Context: an optimization exercise on an open-source flow, tuned for small area. The choices shown serve that exercise and are no tape-out recipe.
Only simulation tests tie the RTL to the original design; equivalence was not proved.
The flow treats the clock pin as an ideal source, which a real chip does not have.
Power figures rest on the tool's default switching activity, not on a simulated workload.

==> flow/design.v <==
module top(
    input clk,
    input rstb,
    input uart_rx,
    output uart_tx,
    output logic [7:0] led_out,
    output logic [3:0] led_enb
);
    logic [26:0] cnt;
    wire led_tick = &cnt[23:0];
    logic [2:0] m7;
    always @(posedge clk or negedge rstb) begin
        if(~rstb) begin
            cnt <= 0;
            m7 <= 0;
        end else begin
            cnt <= cnt + 1;
            m7 <= {m7[1:0], ~(m7[2] ^ m7[1])};
        end
    end
    wire rx_en = (cnt[1:0] == 2'd3) && (m7 == 3'b100);    
    wire tx_en = rx_en && (cnt[5:2] == 4'hf);             
    wire ph1 = (cnt[1:0] == 2'd1) && (m7 == 3'b001);      
    wire ph2 = (cnt[1:0] == 2'd2) && (m7 == 3'b011);      
    logic rx_run;
    logic [3:0] bit_sel;
    logic [3:0] sample;
    logic [7:0] rx_data;
    always @(posedge clk or negedge rstb) begin
        if(~rstb) begin
            rx_run <= 0;
            bit_sel <= 0;
            sample <= 0;
        end else begin
            rx_run <= rx_run ? !(bit_sel == 4'd9 && sample == 4'd9) : !uart_rx;
            if(rx_en) begin
                if(!rx_run) begin
                    bit_sel <= 0;
                    sample <= 0;
                end else begin
                    sample <= sample + 1;
                    if(sample == 4'hf) bit_sel <= bit_sel + 1;
                end
            end
        end
    end
    always @(posedge clk) begin
        if(rx_en && rx_run && sample == 4'd8) rx_data <= {uart_rx, rx_data[7:1]};
    end
    wire rx_hold = rx_run && bit_sel == 4'd8 && sample == 4'd9;
    wire take1 = rx_hold && ph1;
    wire take2 = rx_hold && ph2;
    logic [2:0] cmd;
    wire hi_zero = rx_data[7:2] == 0;
    always @(posedge clk or negedge rstb) begin
        if(~rstb) begin
            cmd <= 0;
        end else if(take2) begin
            case(cmd)
                3'b000: cmd <= (hi_zero && !rx_data[1]) ? {1'b0, rx_data[0], !rx_data[0]} : 3'b000;
                3'b001: cmd <= hi_zero ? {1'b1, rx_data[1:0]} : 3'b011;
                default: cmd <= 3'b000;
            endcase
        end
    end
    logic [7:0] digit_ctrl;
    logic [7:0] digit_status;
    logic digit_run;
    always @(posedge clk or negedge rstb) begin
        if(~rstb) begin
            digit_ctrl <= 0;
        end else if(take1 && cmd[2]) begin
            digit_ctrl <= (cmd[1:0] == 2'b00) ? rx_data : 8'h0;
        end
    end
    always @(posedge clk or negedge rstb) begin
        if(~rstb) begin
            digit_run <= 0;
        end else if(take2 && rx_data[0] && cmd[2] && (cmd[1] ^ cmd[0])) begin
            digit_run <= cmd[0];
        end
    end
    always @(posedge clk or negedge rstb) begin
        if(~rstb) begin
            digit_status <= 0;
        end else if(digit_run && led_tick) begin
            digit_status <= digit_status + 1;
        end
    end
    logic [9:0] tx_sh;
    wire [7:0] answer = !hi_zero ? 8'h0 :
                        (rx_data[1:0] == 2'd0) ? digit_ctrl :
                        (rx_data[1:0] == 2'd3) ? digit_status : 8'h0;
    always @(posedge clk or negedge rstb) begin
        if(~rstb) begin
            tx_sh <= 10'h3ff;
        end else if(take1 && cmd == 3'b010) begin
            tx_sh <= {answer, 2'b01};
        end else if(tx_en) begin
            tx_sh <= {1'b1, tx_sh[9:1]};
        end
    end
    assign uart_tx = tx_sh[0];
    wire [1:0] digit = cnt[17:16];
    wire [7:0] loop = 8'h1 << cnt[26:24];
    assign led_enb = ~(4'h1 << digit);
    assign led_out = digit == 2'd0 ? digit_ctrl :
                     digit == 2'd1 ? digit_status :
                     digit == 2'd2 ? loop : ~loop;
endmodule
==> flow/config.mk <==
export PLATFORM = sky130hd
export DESIGN_NAME = top
export DESIGN_NICKNAME = top
export VERILOG_FILES = /design/flow/design.v
export SDC_FILE = /design/flow/constraint.sdc
export NUM_CORES = 4
export LEC_CHECK = 0
export CAP_MARGIN = 20
export CORE_MARGIN = 2
export CORE_UTILIZATION = 70
export PLACE_DENSITY = 0.9
export SLEW_MARGIN = 20
==> flow/constraint.sdc <==
create_clock -name core_clock -period 5.0 [get_ports {clk}]
set_input_delay 1.0000 -clock core_clock [delete_from_list [all_inputs] [get_ports {clk}]]
set_output_delay 1.0000 -clock core_clock [all_outputs]
set_load 0.01 [all_outputs]
standard.sh (not shown) runs the stock make flow with config.mk's settings and CLKGATE_MAP_FILE= SYNTH_SCRIPT=/design/flow/synth_recipe.tcl, a recipe that flattens the netlist after the stock synthesis.
==> flow/flow/run.sh <==
#!/bin/bash
# Standard synthesis, then its combinational logic re-mapped by ABC for
# area (flip-flops kept with their names and cells), then the standard
# layout from floorplan to finish with smaller port buffers and no CTS
# dummy loads. Each tool writes its own log here.
set -euo pipefail
RES=$PWD/orfs/results/$FLOW_PLATFORM/top/base
bash standard.sh synth > std_synth.log 2>&1
cp $RES/1_2_yosys.v std_1_2_yosys.v
export LIB=$FLOW_HOME/platforms/sky130hd/lib/sky130_fd_sc_hd__tt_025C_1v80.lib
export RES
export DONT_USE="$(make -s -C $FLOW_HOME DESIGN_CONFIG=$FLOW_CONFIG print-DONT_USE_CELLS 2>/dev/null | sed 's/^DONT_USE_CELLS[:=] *//')"
I="strash;dc2;dch,-f;amap;"
export ABC_SCRIPT="+strash;&get,-n;&deepsyn,-T,20;&put;dch,-f;amap;${I}topo"
if ! timeout 600 yosys -c flow/remap.tcl > remap.log 2>&1; then
  cp std_1_2_yosys.v $RES/1_2_yosys.v
fi
rm -f $RES/1_synth.odb $RES/1_synth.sdc
export CTS_ARGS="-sink_clustering_enable -repair_clock_nets -dont_use_dummy_load -buf_list sky130_fd_sc_hd__clkbuf_4"
export BUFFER_PORTS_ARGS="-buffer_cell sky130_fd_sc_hd__buf_1"
export POST_CTS_TCL=$PWD/flow/post_cts.tcl
bash standard.sh finish > std_finish.log 2>&1
==> flow/flow/post_cts.tcl <==
# Upsize the clock buffers whose flip-flop clock pins see a slew above
# the threshold (estimated from placement parasitics).
proc my_upsize_clock_leaves {thr cell} {
  estimate_parasitics -placement
  foreach c [get_cells -filter "ref_name=~*clkbuf*"] {
    set out [get_pins -of_objects $c -filter "direction==output"]
    set w 0
    foreach p [get_pins -of_objects [get_nets -of_objects $out] -filter "direction==input"] {
      if {[get_property $p lib_pin_name] ne "CLK"} continue
      set v [get_property $p slew_max]
      if {$v > $w} { set w $v }
    }
    puts "clock buffer [get_full_name $c] [get_property $c ref_name] load slew $w"
    if {$w > $thr && [get_property $c ref_name] ne $cell} {
      puts "  upsizing to $cell"
      replace_cell $c [get_lib_cells */$cell]
      set changed 1
    }
  }
  if {[info exists changed]} {
    detailed_placement
    check_placement
    estimate_parasitics -placement
  }
}
my_upsize_clock_leaves 0.095 sky130_fd_sc_hd__clkbuf_8
==> flow/flow/remap.tcl <==
# Re-map the combinational logic of the standard synthesis for area.
# The flip-flops (and tie cells) are kept as they are, with their names.
set lib $::env(LIB)
set res $::env(RES)
set dont_use {}
foreach c $::env(DONT_USE) { lappend dont_use -dont_use $c }
yosys read_liberty -ignore_miss_func $lib
yosys read_verilog $res/1_2_yosys.v
yosys hierarchy -top top
yosys setattr -mod -set keep_hierarchy 1 sky130_fd_sc_hd__df* sky130_fd_sc_hd__edf* sky130_fd_sc_hd__sdf* sky130_fd_sc_hd__sedf* sky130_fd_sc_hd__conb*
yosys flatten
yosys opt_clean -purge
yosys stat -liberty $lib
yosys abc -liberty $lib {*}$dont_use -script $::env(ABC_SCRIPT)
yosys opt_clean -purge
yosys hilomap -singleton -hicell sky130_fd_sc_hd__conb_1 HI -locell sky130_fd_sc_hd__conb_1 LO
yosys insbuf -buf sky130_fd_sc_hd__buf_4 A X
yosys stat -liberty $lib
yosys select top
yosys write_verilog -noattr -nohex -nodec -selected $res/1_2_yosys.v
The starting point produced a clean layout.
Then changed:
--- a/flow/flow/run.sh
+++ b/flow/flow/run.sh
@@ -13,3 +13,32 @@
-I="strash;dc2;dch,-f;amap;"
-export ABC_SCRIPT="+strash;&get,-n;&deepsyn,-T,20;&put;dch,-f;amap;${I}topo"
-if ! timeout 600 yosys -c flow/remap.tcl > remap.log 2>&1; then
+# Eight ABC runs (two waves of four) with different seeds of its deepsyn search, in parallel;
+# the smallest netlist is kept (the standard one if every run fails).
+export REMAP_IN=$PWD/std_1_2_yosys.v
+M="amap,-F,5,-A,20"
+for wave in "0 1 2 3" "4 5 6 7"; do
+  for s in $wave; do
+    ( export ABC_SCRIPT="+strash;&get,-n;&deepsyn,-T,20,-S,$s;&put;dch,-f;$M;strash;dc2;dch,-f;$M;topo"
+      export REMAP_OUT=$PWD/remap_$s.v
+      timeout 600 yosys -c flow/remap.tcl > remap_$s.log 2>&1 || rm -f remap_$s.v ) &
+  done
+  wait
+done
+# A netlist whose logic shrank to under half of the standard synthesis's
+# logic is taken as a failed run.
+std_area=$(grep "Chip area for module '.top'" orfs/reports/$FLOW_PLATFORM/top/base/synth_stat.txt | head -1 | awk '{print $NF}' || true)
+best=""; best_area=""
+for s in 0 1 2 3 4 5 6 7; do
+  [ -s remap_$s.v ] && [ -s remap_$s.v.area ] || continue
+  a=$(grep "Chip area for module '.top'" remap_$s.v.area | head -1 | awk '{print $NF}' || true)
+  [ -n "$a" ] || continue
+  ff=$(grep "Chip area for module '.top'" remap_$s.log | head -1 | awk '{print $NF}' || true)
+  if [ -n "$std_area" ] && [ -n "$ff" ] && awk "BEGIN{exit !(($a - $ff) < 0.5 * ($std_area - $ff))}"; then
+    echo "remap seed $s: area $a rejected (standard $std_area, flip-flops $ff)" >> remap_choice.log; continue
+  fi
+  echo "remap seed $s: area $a" >> remap_choice.log
+  if [ -z "$best" ] || awk "BEGIN{exit !($a < $best_area)}"; then best=$s; best_area=$a; fi
+done
+if [ -n "$best" ]; then
+  echo "kept seed $best" >> remap_choice.log
+  cp remap_$best.v $RES/1_2_yosys.v
+else
+  echo "kept the standard netlist" >> remap_choice.log
--- a/flow/flow/post_cts.tcl
+++ b/flow/flow/post_cts.tcl
@@ -26 +26 @@
-my_upsize_clock_leaves 0.095 sky130_fd_sc_hd__clkbuf_8
+my_upsize_clock_leaves 0.100 sky130_fd_sc_hd__clkbuf_8
--- a/flow/flow/remap.tcl
+++ b/flow/flow/remap.tcl
@@ -4 +4,2 @@
-set res $::env(RES)
+set in $::env(REMAP_IN)
+set out $::env(REMAP_OUT)
@@ -8 +9 @@
-yosys read_verilog $res/1_2_yosys.v
+yosys read_verilog $in
@@ -20 +21,2 @@
-yosys write_verilog -noattr -nohex -nodec -selected $res/1_2_yosys.v
+yosys tee -o $out.area stat -liberty $lib
+yosys write_verilog -noattr -nohex -nodec -selected $out
Settings changed: CORE_UTILIZATION 70 to 90, PLACE_DENSITY 0.9 to 0.95.
Now the flow failed in global placement without I/O (3_1_place_gp_skip_io) with GPL-0301.
Area after synthesis is lower by 1.1%.
Synthesized cell count falls by 4.1%.
Then changed:
--- a/flow/flow/run.sh
+++ b/flow/flow/run.sh
@@ -13 +13 @@
-# Eight ABC runs (two waves of four) with different seeds of its deepsyn search, in parallel;
+# Twelve ABC runs (three waves of four) with different seeds of its deepsyn search, in parallel;
@@ -17 +17 @@
-for wave in "0 1 2 3" "4 5 6 7"; do
+for wave in "0 1 2 3" "4 5 6 7" "8 9 10 11"; do
@@ -29 +29 @@
-for s in 0 1 2 3 4 5 6 7; do
+for s in 0 1 2 3 4 5 6 7 8 9 10 11; do
--- a/flow/flow/post_cts.tcl
+++ b/flow/flow/post_cts.tcl
@@ -26 +26 @@
-my_upsize_clock_leaves 0.100 sky130_fd_sc_hd__clkbuf_8
+my_upsize_clock_leaves 0.110 sky130_fd_sc_hd__clkbuf_8
Settings changed: CORE_UTILIZATION 90 to 80.
The new run ran to the end with no violations.
Area after synthesis stays flat.
Synthesized cell count shrinks by 0.30%.
Then changed:
--- a/flow/flow/run.sh
+++ b/flow/flow/run.sh
@@ -13 +13 @@
-# Twelve ABC runs (three waves of four) with different seeds of its deepsyn search, in parallel;
+# Eight ABC runs (two waves of four) with different seeds of its deepsyn search, in parallel;
@@ -17 +17 @@
-for wave in "0 1 2 3" "4 5 6 7" "8 9 10 11"; do
+for wave in "0 1 2 3" "4 5 6 7"; do
@@ -29 +29 @@
-for s in 0 1 2 3 4 5 6 7 8 9 10 11; do
+for s in 0 1 2 3 4 5 6 7; do
--- a/flow/flow/post_cts.tcl
+++ b/flow/flow/post_cts.tcl
@@ -26 +26 @@
-my_upsize_clock_leaves 0.110 sky130_fd_sc_hd__clkbuf_8
+my_upsize_clock_leaves 0.095 sky130_fd_sc_hd__clkbuf_8
Settings changed: CORE_UTILIZATION 80 to 70, PLACE_DENSITY 0.95 to 0.9.
Routed wire length goes down by about 9%.
Design area came out higher by about 0.7%.
Worst setup slack is better by 0.0049 ns.
Sequential power stays flat.
Global-route usage fell by 8.4 points.
Critical path depth is higher by 1.
Maximum frequency is about the same.

-- static timing again, ports no longer ideal --
How much do the figures lean on ideal ports? The routed layouts below were timed once more, with nothing changed but the port constraints. Step 1 assumes that a clkbuf_16 drives the clock port and a buf_2 every other input. Step 2 times the ports against the registers' clock, not the clock port: input delays grow and output delays shrink by t, the midpoint of the rising clock arrivals with the driver on. Slacks: ideal ports / drivers / drivers and shift; pairs: ideal ports / drivers.
run | t, ns | slack for setup (ns) | worst slew at a driven data input, ns | cell pins on the clock port's net
the first run | 0.423 | 0.698 / 0.698 / 0.698 | 0.03 | 1
the third run | 0.430 | 0.535 / 0.535 / 0.535 | 0.03 | 1
the fourth run | 0.444 | 0.540 / 0.540 / 0.540 | 0.03 | 1
After both steps every run listed still meets setup and hold.
